Context: an optimization exercise on an open-source flow, tuned for small area, a short achievable clock period and few clock cycles. The choices shown serve that exercise and are no tape-out recipe.
At most, simulation tests tie the RTL to the original design; equivalence was not proved.
Power is estimated from default activity; no workload was simulated.

## CPU
module CPU(
	input clk,
	input rst,
	output [31:0]imem_addr,
	input [31:0]imem_rdata,
	output [31:0]dmem_addr,
	output [31:0]dmem_wdata,
	output dmem_we,
	input [31:0]dmem_rdata
    );
export LEC_CHECK = 0
export CAP_MARGIN = 20
export CORE_MARGIN = 2
export CORE_UTILIZATION = 55
export CTS_BUF_LIST = sky130_fd_sc_hd__clkbuf_8
export CTS_CLUSTER_DIAMETER = 50
export CTS_CLUSTER_SIZE = 20
export SLEW_MARGIN = 20
export SYNTH_HIERARCHICAL = 1
create_clock -name core_clock -period 10.5 [get_ports {clk}]
standard.sh (not shown) runs the stock make flow with config.mk's settings and CLKGATE_MAP_FILE= SYNTH_SCRIPT=/design/flow/synth_recipe.tcl, a recipe that flattens the netlist after the stock synthesis.
==> flow/flow/run.sh <==
#!/bin/bash
# Layout flow: the standard synthesis, then the ORFS flow with
#  - combinational cells reset to drive strength 1 before floorplanning,
#  - timing repair aimed at a tighter setup target (SETUP_SLACK_MARGIN),
#  - port buffers of a plain buffer cell.
# Each tool's log goes to the ORFS logs folder; make's output to *.log here.
set -e
F=$(pwd)/flow
bash standard.sh synth > synth.log 2>&1
bash standard.sh PRE_FLOORPLAN_TCL=$F/downsize.tcl \
  SETUP_SLACK_MARGIN=7 TNS_END_PERCENT=100 \
  "BUFFER_PORTS_ARGS=-buffer_cell sky130_fd_sc_hd__buf_2" \
  finish > layout.log 2>&1
==> flow/flow/downsize.tcl <==
# Before floorplanning: put every combinational logic cell at its smallest
# drive strength; timing repair later sizes up the cells that need it.
set db [ord::get_db]
set n 0
foreach inst [[ord::get_db_block] getInsts] {
  set m [[$inst getMaster] getName]
  if {![regexp {^sky130_fd_sc_hd__([a-z0-9]+)_([0-9]+)$} $m -> base sz]} { continue }
  if {$sz <= 1} { continue }
  if {[regexp {^(df|edf|sdf|dl|buf|inv|clk|conb|tap|fill|decap|diode|bufbuf|bufinv|probe|lpflow|macro)} $base]} { continue }
  set new [$db findMaster sky130_fd_sc_hd__${base}_1]
  if {$new eq "NULL" || $new eq ""} { continue }
  $inst swapMaster $new
  incr n
}
puts "downsize: $n cells set to drive strength 1"
Testbench counts at the start, summed over its fixed seeds: cycles 30,486.
Then changed:
- CORE_UTILIZATION: 55 -> 40
Outcome: Total power climbs by 0.64%; cell count climbs by 8.9%; setup slack got worse by 49 ps; register-to-register slack got worse by 50 ps; design area climbs by 2.5%; non-clock buffer count climbs by 33; die area climbs by 37%; routed wire length climbs by 1.2%; global-route usage drops by 11 points; combinational power climbs by 8.1%.


Another version of the RTL of CPU (not shown whole).
Size in the first run: roughly 4000 cells after synthesis, roughly 160 I/O pins.
Settings: LEC_CHECK=0, CAP_MARGIN=20, CORE_MARGIN=2, CORE_UTILIZATION=70, CTS_BUF_LIST=sky130_fd_sc_hd__clkbuf_16, CTS_CLUSTER_DIAMETER=60, CTS_CLUSTER_SIZE=30, SLEW_MARGIN=20, SYNTH_HIERARCHICAL=1; clock period 10.5 ns.
Scripts as last shown in full above: flow/flow/run.sh, flow/flow/downsize.tcl
Testbench counts at the start, summed over its fixed seeds: cycles 30,486.
Edit:
Settings changed: CORE_UTILIZATION 70 to 60, PLACE_DENSITY set to 0.5.
Outcome:
- die area came out higher by about 16%
- fmax rises by 3.1%
- total power climbs by 4.4%
- utilization falls by 11 points
- final area is higher by 1.7%
Edit:
Settings changed: CTS_CLUSTER_DIAMETER 60 to 45, CTS_CLUSTER_SIZE 30 to 25, PLACE_DENSITY 0.5 to unset.
After rerunning:
- via count rises by 0.86%
- routed wire length goes up by 0.90%
- global-route usage went up by 0.62 points
- synthesized cell count does not change
Edit:
--- a/flow/flow/run.sh
+++ b/flow/flow/run.sh
@@ -11 +11 @@
-  SETUP_SLACK_MARGIN=7 TNS_END_PERCENT=100 \
+  SETUP_SLACK_MARGIN=6.8 TNS_END_PERCENT=100 \
Settings changed: CTS_CLUSTER_DIAMETER 45 to 60, CTS_CLUSTER_SIZE 25 to 30.
Outcome:
- global-route usage is lower by 0.11 points
- sequential power hardly moves
- non-clock buffer count is lower by 11
- power goes down by about 12%
- cell count shrinks by 1.9%
- clock power falls by 26%
- routed wire length decreases by about 0.4%
- setup slack loses 0.20 ns


the reference run:
CPU, a different RTL version from the one above (not shown whole).
For scale: roughly 4000 cells after synthesis, roughly 160 I/O pins.
==> flow/design.v (excerpt) <==
module CPU(
	input clk,
	input rst,
	output [31:0]imem_addr,
	input [31:0]imem_rdata,
	output [31:0]dmem_addr,
	output [31:0]dmem_wdata,
	output dmem_we,
	input [31:0]dmem_rdata
    );
export LEC_CHECK = 0
export CAP_MARGIN = 20
export CORE_MARGIN = 2
export CORE_UTILIZATION = 65
export CTS_BUF_LIST = sky130_fd_sc_hd__clkbuf_16
export CTS_CLUSTER_DIAMETER = 60
export CTS_CLUSTER_SIZE = 30
export SLEW_MARGIN = 20
export SYNTH_HIERARCHICAL = 1
create_clock -name core_clock -period 10.5 [get_ports {clk}]
==> flow/flow/run.sh <==
#!/bin/bash
# Layout flow: the standard synthesis, then the ORFS flow with
#  - combinational cells reset to drive strength 1 before floorplanning,
#  - timing repair aimed at a tighter setup target (SETUP_SLACK_MARGIN),
#  - port buffers of a plain buffer cell.
# Each tool's log goes to the ORFS logs folder; make's output to *.log here.
set -e
F=$(pwd)/flow
bash standard.sh synth > synth.log 2>&1
bash standard.sh PRE_FLOORPLAN_TCL=$F/downsize.tcl \
  SETUP_SLACK_MARGIN=7 TNS_END_PERCENT=100 \
  "BUFFER_PORTS_ARGS=-buffer_cell sky130_fd_sc_hd__buf_2" \
  finish > layout.log 2>&1
Scripts as last shown in full above: flow/flow/downsize.tcl
The reference run reached the end of the flow, and the finished layout is clean on the timing, design-rule and antenna checks.
Relative to the reference run, the following input files were edited for the trial run:
Settings: changing CORE_UTILIZATION from 65 to 55.
Findings:
Total power consumption of the routed design in the trial run vs the reference run: up about 4.5%. Total placed instance area in the trial run is 0.46% higher than in the reference run. Diff the trial run..the reference run | clock input transition at the sequential cells of the worst setup and hold paths | negligible. Compared to the reference run, the trial run has amount of wire on met2 after detailed routing 4.4% higher. The trial run against the reference run; net count reported at finish is up slightly. Max fraction of standard cell area that is sequential across the reference run and the trial run: the reference run.
No functional check of the RTL was part of any run of this note.


alpha:
RTL: one of the versions met above, not the one the previous note started from.
Size: ~4000 cells after synthesis, about 160 I/O pins.
clock: 10.5 ns
lec_check: 0
cap_margin: 20
core_margin: 2
core_utilization: 60
cts_buf_list: sky130_fd_sc_hd__clkbuf_8 sky130_fd_sc_hd__clkbuf_16
cts_cluster_diameter: 60
cts_cluster_size: 30
gpl_routability_driven: 0
slew_margin: 20
synth_hierarchical: 1
Scripts as last shown in full above: flow/flow/run.sh, flow/flow/downsize.tcl
Testbench counts of alpha, summed over its fixed seeds: cycles 30,486.
Relative to alpha, the following input files were edited for beta:
- a deleted GPL_ROUTABILITY_DRIVEN that had been 0
- a change of CTS_BUF_LIST from sky130_fd_sc_hd__clkbuf_8 sky130_fd_sc_hd__clkbuf_16 to sky130_fd_sc_hd__clkbuf_16
==> results.txt <==
- As far as global-route usage is concerned, beta and alpha perform about the same.
- Between alpha and beta, the number of gates given a new drive strength after cts is lower for alpha.
- In the metrics for alpha and beta, the one carrying the higher core occupancy in the finished layout is beta.
- beta vs. alpha: number of setup violations in the final report ~0 delta; design area shows an increase of 460 um2; power now sits higher; clock-buffer cell count rose by 7.4%; switching portion of total power held steady.
- In terms of combinational group share of total power, beta and alpha differ only marginally.
Modified inputs, gamma compared to beta
- GPL_ROUTABILITY_DRIVEN: unset -> 0
- CORE_UTILIZATION: 60 -> 65
Notes after the runs:
STATUS run=gamma STAGES=ALL_DONE FINAL_CHECKS=FAILED CAUSE=max-capacitance violations, max-slew violations. On arrival time reported for the critical path endpoint, beta and gamma are basically level. [gamma] worst-margin pin slew rose 0.33 ns relative to beta. Cell area | gamma vs beta | gamma smaller. Global routing met3 resource utilization: gamma vs beta up 3.3 points. When the final numbers for beta and gamma were put side by side, the total global routing track utilization turned out to be greater in gamma. gamma — setup slack 0.011 ns lower, beta as reference. The higher wire length on met2 of beta and gamma is in beta.
For delta, these inputs were changed with respect to gamma:
- CTS_CLUSTER_SIZE changed from 30 to 34
- CORE_UTILIZATION changed from 65 to 60
## What came out
delta went all the way through synthesis, placement and routing and the layout is clean on timing, DRC and antenna.
Re final critical delay including setup and external delays: gamma was higher than delta.
Summary: with gamma as the reference, die area in delta moved up by a little under 10%.
The setup slack of delta is larger than that of gamma.
Changes observed in delta relative to gamma: final critical-path share of the clock period now smaller; power share of the clock group now larger; max-capacitance violation count now smaller; clock tree buffer count of the final layout now larger; number of nets in the layout now larger.
gamma -> delta: final area increased slightly
Of gamma and delta, the run reporting the lower width of the die was gamma.
Higher register fraction of the total cell area goes to gamma over delta.
Modified inputs, epsilon compared to delta
- CTS_CLUSTER_SIZE: 34 -> 30
- PLACE_DENSITY: unset -> 0.75
- GPL_ROUTABILITY_DRIVEN: 0 -> unset
### Flow results
delta has a lower clock skew than epsilon.
epsilon: total stage count of the critical path is 2 higher than what delta reported.
Ratio of routed vias to standard cells: epsilon > delta
Number of filler instances in the final layout: epsilon vs delta down 86


Another version of the RTL of CPU (not shown whole).
Size in the first run: ~4000 cells after synthesis.
clock: 10.5 ns
lec_check: 0
cap_margin: 20
core_margin: 2
core_utilization: 40
cts_buf_list: sky130_fd_sc_hd__clkbuf_8
cts_cluster_size: 30
slew_margin: 20
synth_hierarchical: 1
Scripts as last shown in full above: flow/flow/run.sh, flow/flow/downsize.tcl
Change:
Settings changed: CTS_BUF_LIST sky130_fd_sc_hd__clkbuf_8 to sky130_fd_sc_hd__clkbuf_16, CTS_CLUSTER_DIAMETER set to 60.
The changed run went through all stages and came out clean.
Via count shrinks by 2.3%.
Worst setup slack gains 0.0060 ns.
Final area fell by 1.8%.
Synthesized cell count does not change.
Combinational power decreases by 3.9%.
Clock power went up by about 2%.
Global-route usage goes down by 0.45 points.
Critical path depth came out higher by 1.
Total power increases by 0.51%.
No run of this note included a check of the RTL's function; only the layout flow was run.


== lane 1 ==
CPU with an RTL version that a note above also has.
Size in the first run: ~4000 cells after synthesis.
==> flow/design.v (excerpt) <==
module CPU(
	input clk,
	input rst,
	output [31:0]imem_addr,
	input [31:0]imem_rdata,
	output [31:0]dmem_addr,
	output [31:0]dmem_wdata,
	output dmem_we,
	input [31:0]dmem_rdata
    );
	reg [9:0] pc;                  
	reg        id_valid;           
	reg        id_vn;              
	reg        rp;                 
	reg [9:0]  rpc;
	reg [1:0]  id_bix;             
	reg [1:0]  bht [0:3];          
	reg        up_v, up_t;         
	reg [1:0]  up_ix;
	reg [31:1] id_rsa, id_rsb;     
	reg        id_fwa, id_fwb;     
	reg        id_fla;             
	reg [15:0] id_imm;             
	reg        id_pos, id_neg;     
	reg        id_ci;              
	reg        id_sum;             
	reg        id_and, id_or, id_slt, id_sltw;
	reg        id_lw, id_sw;
	reg        id_rq, id_rn, id_rg, id_rl;    
	reg        id_wr;              
	reg [4:0]  id_dest;
	reg [9:0]  id_alt;             
	reg [31:0] mem_res;            
	reg [31:0] mem_sd;             
	reg        mem_we, mem_wb, mem_ld;
	reg [4:0]  mem_dest;
	reg [31:0] rf [1:31];
	wire bht_p = bht[pc[1:0]][1];
	wire [31:0] ins = imem_rdata;
	wire [5:0] op = ins[31:26];
	wire [5:0] fn = ins[5:0];
	wire [4:0] f_rs = ins[25:21];
	wire [4:0] f_rt = ins[20:16];
	wire [4:0] f_rd = ins[15:11];
	wire f_r0   = (op == 6'h00);
	wire f_add  = f_r0 & (fn == 6'h20);
	wire f_sub  = f_r0 & (fn == 6'h22);
	wire f_and  = f_r0 & (fn == 6'h24);
  ...
export LEC_CHECK = 0
export CAP_MARGIN = 20
export CORE_MARGIN = 2
export CORE_UTILIZATION = 60
export CTS_BUF_LIST = sky130_fd_sc_hd__clkbuf_16
export CTS_CLUSTER_DIAMETER = 60
export CTS_CLUSTER_SIZE = 30
export GPL_ROUTABILITY_DRIVEN = 0
export SLEW_MARGIN = 20
export SYNTH_HIERARCHICAL = 1
create_clock -name core_clock -period 10.5 [get_ports {clk}]
Scripts as last shown in full above: flow/flow/run.sh, flow/flow/downsize.tcl
Lane 1 completed end to end with timing, DRC and antenna clean.
Testbench counts of lane 1, summed over its fixed seeds: cycles 30,486.
Changes in lane 2 relative to lane 1:
Settings: CORE_UTILIZATION changed from 60 to 55.
## What came out
Diff lane 1 -> lane 2: sequential share of layout area fell by 0.61 points, power share of the sequential group fell by 1.8 points, die area rose by 8000 µm², share of the clock period used by the worst path rose by 0.24 points.
Multi-input logic area (lane 2 over lane 1): increase, 0.88%
Lane 2 has first-iteration DRC count above what lane 1 had.

## re-timing with driven ports
The results above use ideal ports. As a check the final layouts listed here were re-extracted and re-timed, cells and wires unchanged. Step 1, drivers: a clkbuf_16 drives clk and a buf_2 each remaining input, both assumed. Step 2 times the ports against the registers' clock, not the clock port: input delays grow and output delays shrink by t, the midpoint of the rising clock arrivals with the driver on. a / b / c = ideal ports / drivers / drivers and shift; a / b = the first two.
run | t (ns) | setup WS [ns] | worst register clock-pin slew, ns | pins driven straight from the clock port
the first run of note 1 | 0.930 | 6.874 / 6.874 / 6.157 | 0.11 / 0.11 | 1
the second run of note 1 | 0.929 | 6.826 / 6.826 / 6.107 | 0.11 / 0.11 | 1
the first run of note 2 | 0.722 | 6.797 / 6.797 / 6.162 | 0.11 / 0.11 | 1
the second run of note 2 | 0.753 | 6.909 / 6.909 / 6.233 | 0.10 / 0.10 | 1
the third run of note 2 | 0.825 | 6.885 / 6.885 / 6.157 | 0.08 / 0.08 | 1
the fourth run of note 2 | 0.730 | 6.689 / 6.689 / 6.092 | 0.10 / 0.10 | 1
the reference run | 0.756 | 6.593 / 6.593 / 5.967 | 0.10 / 0.10 | 1
the trial run | 0.784 | 6.835 / 6.835 / 6.168 | 0.10 / 0.10 | 1
alpha | 0.766 | 6.916 / 6.902 / 6.214 | 0.10 / 0.10 | 1
beta | 0.753 | 6.909 / 6.909 / 6.233 | 0.10 / 0.10 | 1
gamma | 0.720 | 6.897 / 6.910 / 6.225 | 0.11 / 0.11 | 1
delta | 0.766 | 6.916 / 6.902 / 6.214 | 0.10 / 0.10 | 1
epsilon | 0.757 | 6.883 / 6.883 / 6.195 | 0.11 / 0.11 | 1
the first run of note 5 | 1.012 | 6.796 / 6.796 / 6.140 | 0.07 / 0.07 | 1
the second run of note 5 | 0.798 | 6.801 / 6.801 / 6.092 | 0.09 / 0.09 | 1
lane 1 | 0.766 | 6.916 / 6.902 / 6.214 | 0.10 / 0.10 | 1
lane 2 | 0.764 | 6.890 / 6.890 / 6.259 | 0.09 / 0.09 | 1
The setup slack of the third run of note 2, which loses most, moves by 0.000 ns with the drivers and by -0.728 ns with both steps.
